From an optimization exercise on the open Yosys and OpenROAD flow, aimed at small area and a short achievable clock period; shortcuts taken in it are not production practice.
In this exercise RTL edits were held to simulation tests only and were not proved equivalent to the original.

==> run E <==
// Float8Mac16_3stage
module Float8Mac16_3stage #(
    parameter int unsigned N_WAY  = 16,
    parameter int unsigned PADBIT = 10
)(
    input  logic               clk,
    input  logic               rst_n,
    input  logic [8*N_WAY-1:0] din_X,
    input  logic [8*N_WAY-1:0] din_W,
    input  logic               din_valid,
    output logic [15:0]        dout,
    output logic               dout_valid
);
Settings: LEC_CHECK=0, ABC_AREA=1, CAP_MARGIN=20, CORE_MARGIN=2, CORE_UTILIZATION=40, CTS_BUF_LIST=sky130_fd_sc_hd__clkbuf_16, CTS_CLUSTER_DIAMETER=100, CTS_CLUSTER_SIZE=24, PLACE_DENSITY=0.6, SLEW_MARGIN=20, BUFFER_PORTS_ARGS=-buffer_cell sky130_fd_sc_hd__buf_2; clock period 44.0 ns.
standard.sh (not shown) runs the stock make flow with config.mk's settings and CLKGATE_MAP_FILE= SYNTH_SCRIPT=/design/flow/synth_recipe.tcl, a recipe that flattens the netlist after the stock synthesis.
==> flow/flow/run.sh <==
#!/bin/bash
# The standard layout, with the port buffers made of sky130_fd_sc_hd__buf_2
# instead of the cell buffer_ports picks by default (clkdlybuf4s50_1, a delay cell).
set -euo pipefail
echo 'export BUFFER_PORTS_ARGS = -buffer_cell sky130_fd_sc_hd__buf_2' >> config.mk
bash standard.sh > flow.log 2>&1
==> inputs of run D, as changes to run E <==
--- a/flow/design.v
+++ b/flow/design.v
@@ -11,123 +11,110 @@
     output logic               dout_valid
 );
     logic [3:0] vld;
     always_ff @(posedge clk or negedge rst_n) begin
         if (!rst_n) vld <= 4'd0;
         else        vld <= {vld[2:0], din_valid};
     end
     assign dout_valid = vld[3];
-    logic [4:0] e1 [N_WAY-1:0];
-    logic [2:0] fx1 [N_WAY-1:0];
-    logic [2:0] fw1 [N_WAY-1:0];
-    logic [N_WAY-1:0] hx1, hw1, s1;
+    logic [8*N_WAY-1:0] xq, wq;
     always_ff @(posedge clk) begin
-        for (int i = 0; i < N_WAY; i = i + 1) begin
-            logic [3:0] ex, ew;
-            logic       hx, hw;
-            ex = din_X[8*i+3 +: 4];
-            ew = din_W[8*i+3 +: 4];
-            hx = |ex;
-            hw = |ew;
-            e1[i]  <= {1'b0, ex[3:1], ex[0] | ~hx} + {1'b0, ew[3:1], ew[0] | ~hw};
-            hx1[i] <= hx;
-            hw1[i] <= hw;
-            fx1[i] <= din_X[8*i +: 3];
-            fw1[i] <= din_W[8*i +: 3];
-            s1[i]  <= din_X[8*i+7] ^ din_W[8*i+7];
-        end
+        xq <= din_X;
+        wq <= din_W;
     end
     logic [7:0] pa [N_WAY-1:0];
     logic [4:0] ea [N_WAY-1:0];
     logic [5:0] ga [N_WAY-1:0];
-    logic [N_WAY-1:0] sa, ca;
+    logic [N_WAY-1:0] sa;
     genvar K;
     generate
         for (K = 0; K < N_WAY; K = K + 1) begin : gen_front
-            wire [2:0] fx = fx1[K];
-            wire [2:0] fw = fw1[K];
-            wire       hx = hx1[K];
-            wire       hw = hw1[K];
-            assign ea[K] = e1[K];
-            assign sa[K] = s1[K];
+            wire [3:0] ex = xq[8*K+6:8*K+3];
+            wire [3:0] ew = wq[8*K+6:8*K+3];
+            wire [2:0] fx = xq[8*K+2:8*K];
+            wire [2:0] fw = wq[8*K+2:8*K];
+            wire       hx = |ex;
+            wire       hw = |ew;
             wire [3:0] ma = {hx, fx}, mb = {hw, fw};
             wire [3:0] pp0 = ma & {4{mb[0]}}, pp1 = ma & {4{mb[1]}};
             wire [3:0] pp2 = ma & {4{mb[2]}}, pp3 = ma & {4{mb[3]}};
             wire s10 = pp0[1] ^ pp1[0], c10 = pp0[1] & pp1[0];
             wire s11 = pp0[2] ^ pp1[1] ^ c10, c11 = (pp0[2] & pp1[1]) | (c10 & (pp0[2] ^ pp1[1]));
             wire s12 = pp0[3] ^ pp1[2] ^ c11, c12 = (pp0[3] & pp1[2]) | (c11 & (pp0[3] ^ pp1[2]));
             wire s13 = pp1[3] ^ c12,          c13 = pp1[3] & c12;
             wire s20 = s11 ^ pp2[0],          c20 = s11 & pp2[0];
             wire s21 = s12 ^ pp2[1] ^ c20,    c21 = (s12 & pp2[1]) | (c20 & (s12 ^ pp2[1]));
             wire s22 = s13 ^ pp2[2] ^ c21,    c22 = (s13 & pp2[2]) | (c21 & (s13 ^ pp2[2]));
             wire s23 = c13 ^ pp2[3] ^ c22,    c23 = (c13 & pp2[3]) | (c22 & (c13 ^ pp2[3]));
             wire s30 = s21 ^ pp3[0],          c30 = s21 & pp3[0];
             wire s31 = s22 ^ pp3[1] ^ c30,    c31 = (s22 & pp3[1]) | (c30 & (s22 ^ pp3[1]));
             wire s32 = s23 ^ pp3[2] ^ c31,    c32 = (s23 & pp3[2]) | (c31 & (s23 ^ pp3[2]));
             wire s33 = c23 ^ pp3[3] ^ c32,    c33 = (c23 & pp3[3]) | (c32 & (c23 ^ pp3[3]));
             assign pa[K] = {c33, s33, s32, s31, s30, s20, s10, pp0[0]};
-            wire [1:0] lx = hx ? 2'd3 : fx[2] ? 2'd2 : fx[1] ? 2'd1 : 2'd0;
-            wire [1:0] lw = hw ? 2'd3 : fw[2] ? 2'd2 : fw[1] ? 2'd1 : 2'd0;
-            wire [2:0] l  = {1'b0, lx} + {1'b0, lw};
+            assign ea[K] = {1'b0, ex[3:1], ex[0] | ~hx} + {1'b0, ew[3:1], ew[0] | ~hw};
+            assign sa[K] = xq[8*K+7] ^ wq[8*K+7];
+            logic [1:0] lx, lw;
+            logic [2:0] ax, aw;
+            always_comb begin
+                if (hx)         begin lx = 2'd3; ax = fx;              end
+                else if (fx[2]) begin lx = 2'd2; ax = {fx[1:0], 1'b0}; end
+                else if (fx[1]) begin lx = 2'd1; ax = {fx[0], 2'b00};  end
+                else            begin lx = 2'd0; ax = 3'b000;          end
+                if (hw)         begin lw = 2'd3; aw = fw;              end
+                else if (fw[2]) begin lw = 2'd2; aw = {fw[1:0], 1'b0}; end
+                else if (fw[1]) begin lw = 2'd1; aw = {fw[0], 2'b00};  end
+                else            begin lw = 2'd0; aw = 3'b000;          end
+            end
+            localparam logic [63:0] CARRY = 64'hfefcfcf8f0e08000;
+            wire       c  = CARRY[{ax, aw}];
+            wire [2:0] f  = {1'b0, lx} + {1'b0, lw} + {2'b0, c};
             wire       nz = (hx | (|fx)) & (hw | (|fw));
-            assign ga[K] = nz ? ({1'b0, ea[K]} + {3'b0, l}) : 6'd0;
-            assign ca[K] = |(pa[K][7:1] & {1'b1, l <= 3'd5, l <= 3'd4, l <= 3'd3, l <= 3'd2, l <= 3'd1, l == 3'd0});
+            assign ga[K] = nz ? ({1'b0, ea[K]} + {3'b0, f}) : 6'd0;
         end
     endgenerate
-    logic [5:0] mq;
-    logic       minc;
+    logic [5:0] mx;
     always_comb begin
         logic [N_WAY-1:0] cand;
         cand = '1;
         for (int b = 5; b >= 0; b = b - 1) begin
-            mq[b] = 1'b0;
-            for (int k = 0; k < N_WAY; k = k + 1) mq[b] = mq[b] | (cand[k] & ga[k][b]);
-            for (int k = 0; k < N_WAY; k = k + 1) cand[k] = cand[k] & (ga[k][b] | ~mq[b]);
+            mx[b] = 1'b0;
+            for (int k = 0; k < N_WAY; k = k + 1) mx[b] = mx[b] | (cand[k] & ga[k][b]);
+            for (int k = 0; k < N_WAY; k = k + 1) cand[k] = cand[k] & (ga[k][b] | ~mx[b]);
         end
-        minc = |(cand & ca);
     end
     logic [6:0] cma;
-    assign cma = 7'd23 - {1'b0, mq};
+    assign cma = 7'd24 - {1'b0, mx};
     logic [4:0] na, na_m;
     always_comb begin
         na = 5'd0;
         for (int k = 0; k < N_WAY; k = k + 1) na = na + {4'd0, sa[k]};
         na_m = -na;
     end
     logic [7:0] pb [N_WAY-1:0];
     logic [4:0] eb [N_WAY-1:0];
     logic [4:0] nneg, nneg_m;
     logic [6:0] cm;
-    logic       mi;
     logic [N_WAY-1:0] sb;
     logic [5:0] mb;
     always_ff @(posedge clk) begin
         for (int i = 0; i < N_WAY; i = i + 1) begin
             pb[i] <= pa[i];
             eb[i] <= ea[i];
         end
         sb <= sa;
-        mb <= mq;
-        mi <= minc;
+        mb <= mx;
         cm <= cma;
         nneg   <= na;
         nneg_m <= na_m;
     end
     logic [17:0] r [N_WAY-1:0];
     generate
         for (K = 0; K < N_WAY; K = K + 1) begin : gen_align
-            wire [6:0]  t;
-            wire [7:0]  tc;
-            assign tc[0] = ~mi;
-            for (genvar j = 0; j < 7; j = j + 1) begin : gen_t
-                wire ej = (j < 5) ? eb[K][j] : 1'b0;
-                assign t[j]    = ej ^ cm[j] ^ tc[j];
-                assign tc[j+1] = (ej & cm[j]) | (tc[j] & (ej ^ cm[j]));
-            end
+            wire [6:0]  t  = {2'b0, eb[K]} + cm;
             wire [7:0]  q  = t[6] ? 8'd0 : pb[K];
             wire [8:0]  s0 = t[0] ? {q, 1'b0}   : {1'b0, q};
             wire [10:0] s1 = t[1] ? {s0, 2'b0}  : {2'b0, s0};
             wire [14:0] s2 = t[2] ? {s1, 4'b0}  : {4'b0, s1};
             wire [22:0] s3 = t[3] ? {s2, 8'b0}  : {8'b0, s2};
             wire [38:0] s4 = t[4] ? {s3, 16'b0} : {16'b0, s3};
             assign r[K] = s4[24:7] ^ {18{sb[K]}};
         end
@@ -1226,17 +1213,17 @@
     assign tsc546 = (nneg_m[2] & tsc464) | (tsc504 & (nneg_m[2] ^ tsc464));
     wire [22:0] ua = {nneg_m[4], nneg_m[3], tss545, tss543, tss541, tss539, tss537, tss535, tss533, tss531, tss529, tss527, tss525, tss523, tss521, tss519, tss517, tss515, tss513, tss511, tss509, tss507, tss465};
     wire [22:0] va = {1'b0, tsc546, tsc544, tsc542, tsc540, tsc538, tsc536, tsc534, tsc532, tsc530, tsc528, tsc526, tsc524, tsc522, tsc520, tsc518, tsc516, tsc514, tsc512, tsc510, tsc508, tsc506, tss505};
     logic [22:0] uc, vc;
     logic [5:0]  mc;
     always_ff @(posedge clk) begin
         uc <= ua;
         vc <= va;
-        mc <= mb + {5'd0, mi};
+        mc <= mb;
     end
     logic [22:0] sum_c;
     logic        sgn;
     logic [21:0] mag, nrm;
     logic [4:0]  lead;
     logic [14:0] em;
     logic [15:0] res;
     always_comb begin
==> flow/run.sh (new file) <==
#!/bin/bash
# synth_recipe.tcl (not shown) runs the flow's synth.tcl, then flattens the netlist and writes it again
# the make line also repeats each setting of config.mk as NAME=value (left out here)
make -C /OpenROAD-flow-scripts/flow DESIGN_CONFIG=/design/flow/config.mk WORK_HOME=/design/flow/orfs CLKGATE_MAP_FILE= SYNTH_SCRIPT=/design/flow/synth_recipe.tcl finish
==> flow/config.mk (replaced) <==
export PLATFORM = sky130hd
export DESIGN_NAME = Float8Mac16_3stage
export DESIGN_NICKNAME = Float8Mac16_3stage
export VERILOG_FILES = /design/flow/design.v
export SDC_FILE = /design/flow/constraint.sdc
export NUM_CORES = 4
export LEC_CHECK = 0
export ABC_AREA = 1
export CAP_MARGIN = 20
export CORE_MARGIN = 2
export CORE_UTILIZATION = 40
export PLACE_DENSITY = 0.6
export SLEW_MARGIN = 20
removed: flow/flow/run.sh
removed: flow/standard.sh
==> run notes <==
| item | run D | run E |
|---|---|---|
| Outcome | timing/DRC/antenna clean | timing/DRC/antenna clean |
| Final weighted congestion of routability-driven global placement | 1.04 | 1.05 |
| Smallest setup slack after layout | 33,630 ps | 34,020 ps |
| Post-DP HPWL | 129 mm | 128 mm |
| Count of vias placed by the detailed router | 43,645 | 40,968 |
| Portion of the post-synthesis area used by sequential elements | 22.8% | 22.3% |
| Non-clock buffer total of the final layout | 282 | 284 |
| Max frequency | 0.0965 GHz | 0.100 GHz |
| Die outline height | 358 µm | 353 µm |
| Core Box Area | 0.125 mm² | 0.120 mm² |
| Post-synth top area share | 22.6% | 22.1% |
| Placed cell count | 8,424 | 8,235 |
| Number of global-route vias before repair | 41,788 | 39,961 |
| Worst relative slew slack | 28.2% | 28.3% |
| Destination of the worst hold path | mc[1] | uc[22] |
| Cts bufs inserted | 72 | 39 |
| Minimum period implied by the final worst setup slack | 10,370 ps | 9980 ps |

## afterwards: timing with drivers on the ports
How much do the figures lean on ideal ports? The routed layouts below were timed once more, with nothing changed but the port constraints.
Step 1, drivers: a clkbuf_16 drives clk and a buf_2 each remaining input, both assumed.
Step 2 moves the port delays by t, midway between the first and last clock arrival at a register: inputs arrive t later, outputs are due t later. That takes back most of the time a late clock gives input paths.
a / b / c = no drivers / after step 1 / after step 2; a / b = the first two.
run | shift t [ns] | setup WS [ns] | latest minus earliest clock arrival (ns) | worst data-port slew with drivers (ns)
run E | 0.712 | 34.023 / 33.949 / 33.659 | 0.042 / 0.042 | 0.05
run D | 0.763 | 33.633 / 33.553 / 34.316 | 0.041 / 0.040 | 0.05
After both steps setup and hold are still met in every run listed. The setup slack of run E, which loses most, moves by -0.074 ns with the drivers and by -0.364 ns with both steps.
